Context: an optimization exercise on an open-source flow, tuned for small area and a short achievable clock period. The choices shown serve that exercise and are no tape-out recipe.

==> try-quartz: inputs <==
// multiplier_16bit
module multiplier_16bit (
    input  wire clk,
    input  wire rst,
    input  wire signed [15:0] a,
    input  wire signed [15:0] b,
    output reg  signed [31:0] product,
    output reg  signed [15:0] a_out,
    output reg  signed [15:0] b_out
);
    wire [15:0] ag = a;
    wire [31:0] accn = product;
    wire [16:0] x0;    
    wire one0 = b[0] ^ 1'b0;
    wire two0 = (b[1] & ~b[0] & ~1'b0) | (~b[1] & b[0] & 1'b0);
    wire neg0 = b[1];
    assign x0[0] = ((one0 & ag[0]) | (two0 & 1'b0)) ^ neg0;
    assign x0[1] = ((one0 & ag[1]) | (two0 & ag[0])) ^ neg0;
    assign x0[2] = ((one0 & ag[2]) | (two0 & ag[1])) ^ neg0;
    assign x0[3] = ((one0 & ag[3]) | (two0 & ag[2])) ^ neg0;
    assign x0[4] = ((one0 & ag[4]) | (two0 & ag[3])) ^ neg0;
    assign x0[5] = ((one0 & ag[5]) | (two0 & ag[4])) ^ neg0;
    assign x0[6] = ((one0 & ag[6]) | (two0 & ag[5])) ^ neg0;
    assign x0[7] = ((one0 & ag[7]) | (two0 & ag[6])) ^ neg0;
    assign x0[8] = ((one0 & ag[8]) | (two0 & ag[7])) ^ neg0;
    assign x0[9] = ((one0 & ag[9]) | (two0 & ag[8])) ^ neg0;
    assign x0[10] = ((one0 & ag[10]) | (two0 & ag[9])) ^ neg0;
    assign x0[11] = ((one0 & ag[11]) | (two0 & ag[10])) ^ neg0;
    assign x0[12] = ((one0 & ag[12]) | (two0 & ag[11])) ^ neg0;
    assign x0[13] = ((one0 & ag[13]) | (two0 & ag[12])) ^ neg0;
    assign x0[14] = ((one0 & ag[14]) | (two0 & ag[13])) ^ neg0;
  ...
clock: 20.0 ns
lec_check: 0
abc_area: 1
cap_margin: 20
core_margin: 2
core_utilization: 40
slew_margin: 20
synth_hierarchical: 1
standard.sh (not shown) runs the stock make flow with config.mk's settings and CLKGATE_MAP_FILE= SYNTH_SCRIPT=/design/flow/synth_recipe.tcl, a recipe that flattens the netlist after the stock synthesis.
==> flow/flow/run.sh <==
#!/bin/bash
# The standard synthesis and layout, with these changes to the layout:
#  * the port buffers are the smallest buffer cell (buffer_ports -buffer_cell) instead of
#    the delay-cell buffers buffer_ports picks by itself;
#  * one tie cell drives all constant inputs;
#  * the clock tree uses the buffers in flow/cts_bufs.txt and no dummy loads;
#  * repair_timing aims for extra setup slack (flow/setup_margin.txt, ns) so the resizer
#    speeds up the critical paths. The clock and I/O constraints are unchanged.
set -euo pipefail
# clock tree: small clock buffers and no dummy loads (64 flip-flops need little drive)
export CTS_ARGS="-sink_clustering_enable -repair_clock_nets -buf_list {$(cat flow/cts_bufs.txt)} -dont_use_dummy_load"
# one tie cell for all constant inputs instead of one per input
export SKIP_REPAIR_TIE_FANOUT=1
export BUFFER_PORTS_ARGS="-buffer_cell sky130_fd_sc_hd__buf_1"
M=$(cat flow/setup_margin.txt)
if [[ "$M" != "0" ]]; then export SETUP_SLACK_MARGIN=$M; fi
S=$(cat flow/move_sequence.txt)
if [[ -n "$S" ]]; then export SETUP_MOVE_SEQUENCE=$S; fi
bash standard.sh synth > synth.log 2>&1
bash standard.sh finish > layout.log 2>&1
==> flow/flow/cts_bufs.txt <==
sky130_fd_sc_hd__clkbuf_8
==> flow/flow/move_sequence.txt <==
unbuffer,sizeup,swap
==> flow/flow/setup_margin.txt <==
10.8
==> try-willow: changes against try-quartz <==
--- a/flow/design.v
+++ b/flow/design.v
@@ -196,43 +196,43 @@
     fa us14 (x1[2], x2[0], c9, s14, c15);
     wire s16, c17;
     fa us16 (s12, s14, c11, s16, c17);
     wire s18, c19;
     fa us18 (accn[5], x0[5], x1[3], s18, c19);
     wire s20, c21;
     fa us20 (x2[1], c13, s18, s20, c21);
     wire s22, c23;
-    fa us22 (c15, s20, c17, s22, c23);
+    ha us22 (c15, s20, s22, c23);
     wire s24, c25;
     fa us24 (accn[6], b[7], x0[6], s24, c25);
     wire s26, c27;
     fa us26 (x1[4], x2[2], x3[0], s26, c27);
     wire s28, c29;
     fa us28 (c19, s24, s26, s28, c29);
     wire s30, c31;
-    ha us30 (c21, s28, s30, c31);
+    fa us30 (c21, s28, c23, s30, c31);
     wire s32, c33;
     fa us32 (accn[7], x0[7], x1[5], s32, c33);
     wire s34, c35;
     fa us34 (x2[3], x3[1], c25, s34, c35);
     wire s36, c37;
     fa us36 (c27, s32, s34, s36, c37);
     wire s38, c39;
-    fa us38 (c29, c31, s36, s38, c39);
+    fa us38 (c29, s36, c31, s38, c39);
     wire s40, c41;
     fa us40 (accn[8], b[9], x0[8], s40, c41);
     wire s42, c43;
     fa us42 (x1[6], x2[4], x3[2], s42, c43);
     wire s44, c45;
     fa us44 (x4[0], c33, s40, s44, c45);
     wire s46, c47;
     fa us46 (s42, c35, s44, s46, c47);
     wire s48, c49;
-    fa us48 (c37, s46, c39, s48, c49);
+    ha us48 (c37, s46, s48, c49);
     wire s50, c51;
     fa us50 (accn[9], x0[9], x1[7], s50, c51);
     wire s52, c53;
     fa us52 (x2[5], x3[3], x4[1], s52, c53);
     wire s54, c55;
     fa us54 (c41, c43, s50, s54, c55);
     wire s56, c57;
     fa us56 (s52, c45, s54, s56, c57);
@@ -244,43 +244,43 @@
     fa us62 (x1[8], x2[6], x3[4], s62, c63);
     wire s64, c65;
     fa us64 (x4[2], x5[0], c51, s64, c65);
     wire s66, c67;
     fa us66 (c53, s60, s62, s66, c67);
     wire s68, c69;
     fa us68 (s64, c55, s66, s68, c69);
     wire s70, c71;
-    fa us70 (c57, s68, c59, s70, c71);
+    ha us70 (c57, s68, s70, c71);
     wire s72, c73;
     fa us72 (accn[11], x0[11], x1[9], s72, c73);
     wire s74, c75;
     fa us74 (x2[7], x3[5], x4[3], s74, c75);
     wire s76, c77;
     fa us76 (x5[1], c61, c63, s76, c77);
     wire s78, c79;
     fa us78 (s72, s74, c65, s78, c79);
     wire s80, c81;
     fa us80 (s76, c67, s78, s80, c81);
     wire s82, c83;
-    ha us82 (c69, s80, s82, c83);
+    ha us82 (c69, c71, s82, c83);
     wire s84, c85;
     fa us84 (accn[12], b[13], x0[12], s84, c85);
     wire s86, c87;
     fa us86 (x1[10], x2[8], x3[6], s86, c87);
     wire s88, c89;
     fa us88 (x4[4], x5[2], x6[0], s88, c89);
     wire s90, c91;
     fa us90 (c73, c75, s84, s90, c91);
     wire s92, c93;
     fa us92 (s86, s88, c77, s92, c93);
     wire s94, c95;
     fa us94 (s90, c79, s92, s94, c95);
     wire s96, c97;
-    fa us96 (c81, s94, c83, s96, c97);
+    ha us96 (c81, s94, s96, c97);
     wire s98, c99;
     fa us98 (accn[13], x0[13], x1[11], s98, c99);
     wire s100, c101;
     fa us100 (x2[9], x3[7], x4[5], s100, c101);
     wire s102, c103;
     fa us102 (x5[3], x6[1], c85, s102, c103);
     wire s104, c105;
     fa us104 (c87, c89, s98, s104, c105);
@@ -436,17 +436,17 @@
     fa us254 (c243, s252, c245, s254, c255);
     wire s256, c257;
     fa us256 (accn[25], x5[15], 1'b1, s256, c257);
     wire s258, c259;
     fa us258 (x6[13], x7[11], s256, s258, c259);
     wire s260, c261;
     fa us260 (c249, c251, s258, s260, c261);
     wire s262, c263;
-    fa us262 (c253, s260, c255, s262, c263);
+    ha us262 (c253, s260, s262, c263);
     wire s264, c265;
     fa us264 (accn[26], x5[16], x6[14], s264, c265);
     wire s266, c267;
     fa us266 (x7[12], c257, s264, s266, c267);
     wire s268, c269;
     fa us268 (c259, s266, c261, s268, c269);
     wire s270, c271;
     fa us270 (accn[27], x6[15], 1'b1, s270, c271);
@@ -461,49 +461,52 @@
     wire s280, c281;
     fa us280 (accn[29], x7[15], 1'b1, s280, c281);
     wire s282, c283;
     fa us282 (s280, c277, c279, s282, c283);
     wire s284, c285;
     fa us284 (accn[30], x7[16], c281, s284, c285);
     wire s286, c287;
     fa us286 (accn[31], c285, 1'b1, s286, c287);
-    wire [31:0] r0 = {s286, s284, s282, s278, s274, s268, s262, c247, s246, c227, s226, c203, s202, c175, s174, c143, c127, c111, s110, s96, s82, s70, s58, s48, s38, s30, s22, s16, s10, s6, s2, s0};
-    wire [31:0] r1 = {1'b0, c283, 1'b0, c275, 1'b0, c263, 1'b0, s254, c237, s236, c215, s214, c189, s188, c159, s158, s142, s126, c97, 1'b0, c71, 1'b0, c49, 1'b0, 1'b0, c23, 1'b0, 1'b0, 1'b0, 1'b0, 1'b0, 1'b0};
+    wire [31:0] r0 = {s286, s284, s282, s278, s274, c263, s262, c247, s246, c227, s226, c203, s202, c175, s174, c143, c127, c111, c97, c83, s80, c59, c49, s48, s38, s30, s22, s16, s10, s6, s2, s0};
+    wire [31:0] r1 = {1'b0, c283, 1'b0, c275, 1'b0, s268, c255, s254, c237, s236, c215, s214, c189, s188, c159, s158, s142, s126, s110, s96, s82, s70, s58, c39, 1'b0, 1'b0, c17, 1'b0, 1'b0, 1'b0, 1'b0, 1'b0};
     wire [31:0] sum;
     wire [31:0] p0, gn;
     assign p0[0] = r0[0];
     assign gn[0] = 1'b1;
     assign p0[1] = r0[1];
     assign gn[1] = 1'b1;
     assign p0[2] = r0[2];
     assign gn[2] = 1'b1;
     assign p0[3] = r0[3];
     assign gn[3] = 1'b1;
     assign p0[4] = r0[4];
     assign gn[4] = 1'b1;
-    assign p0[5] = r0[5];
-    assign gn[5] = 1'b1;
-    wire g6;
-    ha upg6 (r0[6], r1[6], p0[6], g6);
-    assign gn[6] = ~g6;
+    wire g5;
+    ha upg5 (r0[5], r1[5], p0[5], g5);
+    assign gn[5] = ~g5;
+    assign p0[6] = r0[6];
+    assign gn[6] = 1'b1;
     assign p0[7] = r0[7];
     assign gn[7] = 1'b1;
-    assign p0[8] = r0[8];
-    assign gn[8] = 1'b1;
+    wire g8;
+    ha upg8 (r0[8], r1[8], p0[8], g8);
+    assign gn[8] = ~g8;
     wire g9;
     ha upg9 (r0[9], r1[9], p0[9], g9);
     assign gn[9] = ~g9;
-    assign p0[10] = r0[10];
-    assign gn[10] = 1'b1;
+    wire g10;
+    ha upg10 (r0[10], r1[10], p0[10], g10);
+    assign gn[10] = ~g10;
     wire g11;
     ha upg11 (r0[11], r1[11], p0[11], g11);
     assign gn[11] = ~g11;
-    assign p0[12] = r0[12];
-    assign gn[12] = 1'b1;
+    wire g12;
+    ha upg12 (r0[12], r1[12], p0[12], g12);
+    assign gn[12] = ~g12;
     wire g13;
     ha upg13 (r0[13], r1[13], p0[13], g13);
     assign gn[13] = ~g13;
     wire g14;
     ha upg14 (r0[14], r1[14], p0[14], g14);
     assign gn[14] = ~g14;
     wire g15;
     ha upg15 (r0[15], r1[15], p0[15], g15);
@@ -530,18 +533,19 @@
     ha upg22 (r0[22], r1[22], p0[22], g22);
     assign gn[22] = ~g22;
     wire g23;
     ha upg23 (r0[23], r1[23], p0[23], g23);
     assign gn[23] = ~g23;
     wire g24;
     ha upg24 (r0[24], r1[24], p0[24], g24);
     assign gn[24] = ~g24;
-    assign p0[25] = r0[25];
-    assign gn[25] = 1'b1;
+    wire g25;
+    ha upg25 (r0[25], r1[25], p0[25], g25);
+    assign gn[25] = ~g25;
     wire g26;
     ha upg26 (r0[26], r1[26], p0[26], g26);
     assign gn[26] = ~g26;
     assign p0[27] = r0[27];
     assign gn[27] = 1'b1;
     wire g28;
     ha upg28 (r0[28], r1[28], p0[28], g28);
     assign gn[28] = ~g28;
==> flow/flow/run.sh (replaced) <==
#!/bin/bash
# The standard synthesis and layout, with these changes to the layout:
#  * the port buffers are the smallest buffer cell (buffer_ports -buffer_cell) instead of
#    the delay-cell buffers buffer_ports picks by itself;
#  * the clock tree uses the buffers in flow/cts_bufs.txt and no dummy loads;
#  * repair_timing aims for extra setup slack (flow/setup_margin.txt, ns) so the resizer
#    speeds up the critical paths. The clock and I/O constraints are unchanged.
set -euo pipefail
# clock tree: small clock buffers and no dummy loads (64 flip-flops need little drive)
export CTS_ARGS="-sink_clustering_enable -repair_clock_nets -buf_list {$(cat flow/cts_bufs.txt)} -dont_use_dummy_load"
export BUFFER_PORTS_ARGS="-buffer_cell sky130_fd_sc_hd__buf_1"
M=$(cat flow/setup_margin.txt)
if [[ "$M" != "0" ]]; then export SETUP_SLACK_MARGIN=$M; fi
S=$(cat flow/move_sequence.txt)
if [[ -n "$S" ]]; then export SETUP_MOVE_SEQUENCE=$S; fi
bash standard.sh synth > synth.log 2>&1
bash standard.sh finish > layout.log 2>&1
==> flow/flow/setup_margin.txt (replaced) <==
11.3
==> comparison <==
try-quartz went through all stages and came out clean. try-willow produced a clean layout. Of try-quartz and try-willow, try-willow has the higher synthesized area (gap 0.55%, measured against try-willow). Of try-quartz and try-willow, try-willow has the higher utilization (gap 1.6 points). Between try-willow and try-quartz, the lower via count is in try-quartz (gap 0.56%, measured against try-quartz). Between try-quartz and try-willow, the lower synthesized cell count is in try-quartz (gap about 1%, measured against try-willow).
No functional check of the RTL was part of any run of this note.

## re-timing with driven ports
In the flow no input, the clock included, has a driving cell. The finished layouts below were timed again as built, in two steps.
Step 1 assumes that a clkbuf_16 drives the clock port and a buf_2 every other input.
Step 2 times the ports against the registers' clock, not the clock port: input delays grow and output delays shrink by t, the midpoint of the rising clock arrivals with the driver on.
Slacks: ideal ports / drivers / drivers and shift; pairs: ideal ports / drivers.
| run | t, ns | setup WS [ns] | cell pins on the clock port's net |
|---|---|---|---|
| try-quartz | 0.406 | 11.199 / 11.220 / 10.814 | 1 |
| try-willow | 0.401 | 11.481 / 11.495 / 11.094 | 1 |
After both steps setup and hold are still met in every run listed. The setup slack of try-willow, which loses most, moves by +0.014 ns with the drivers and by -0.387 ns with both steps.
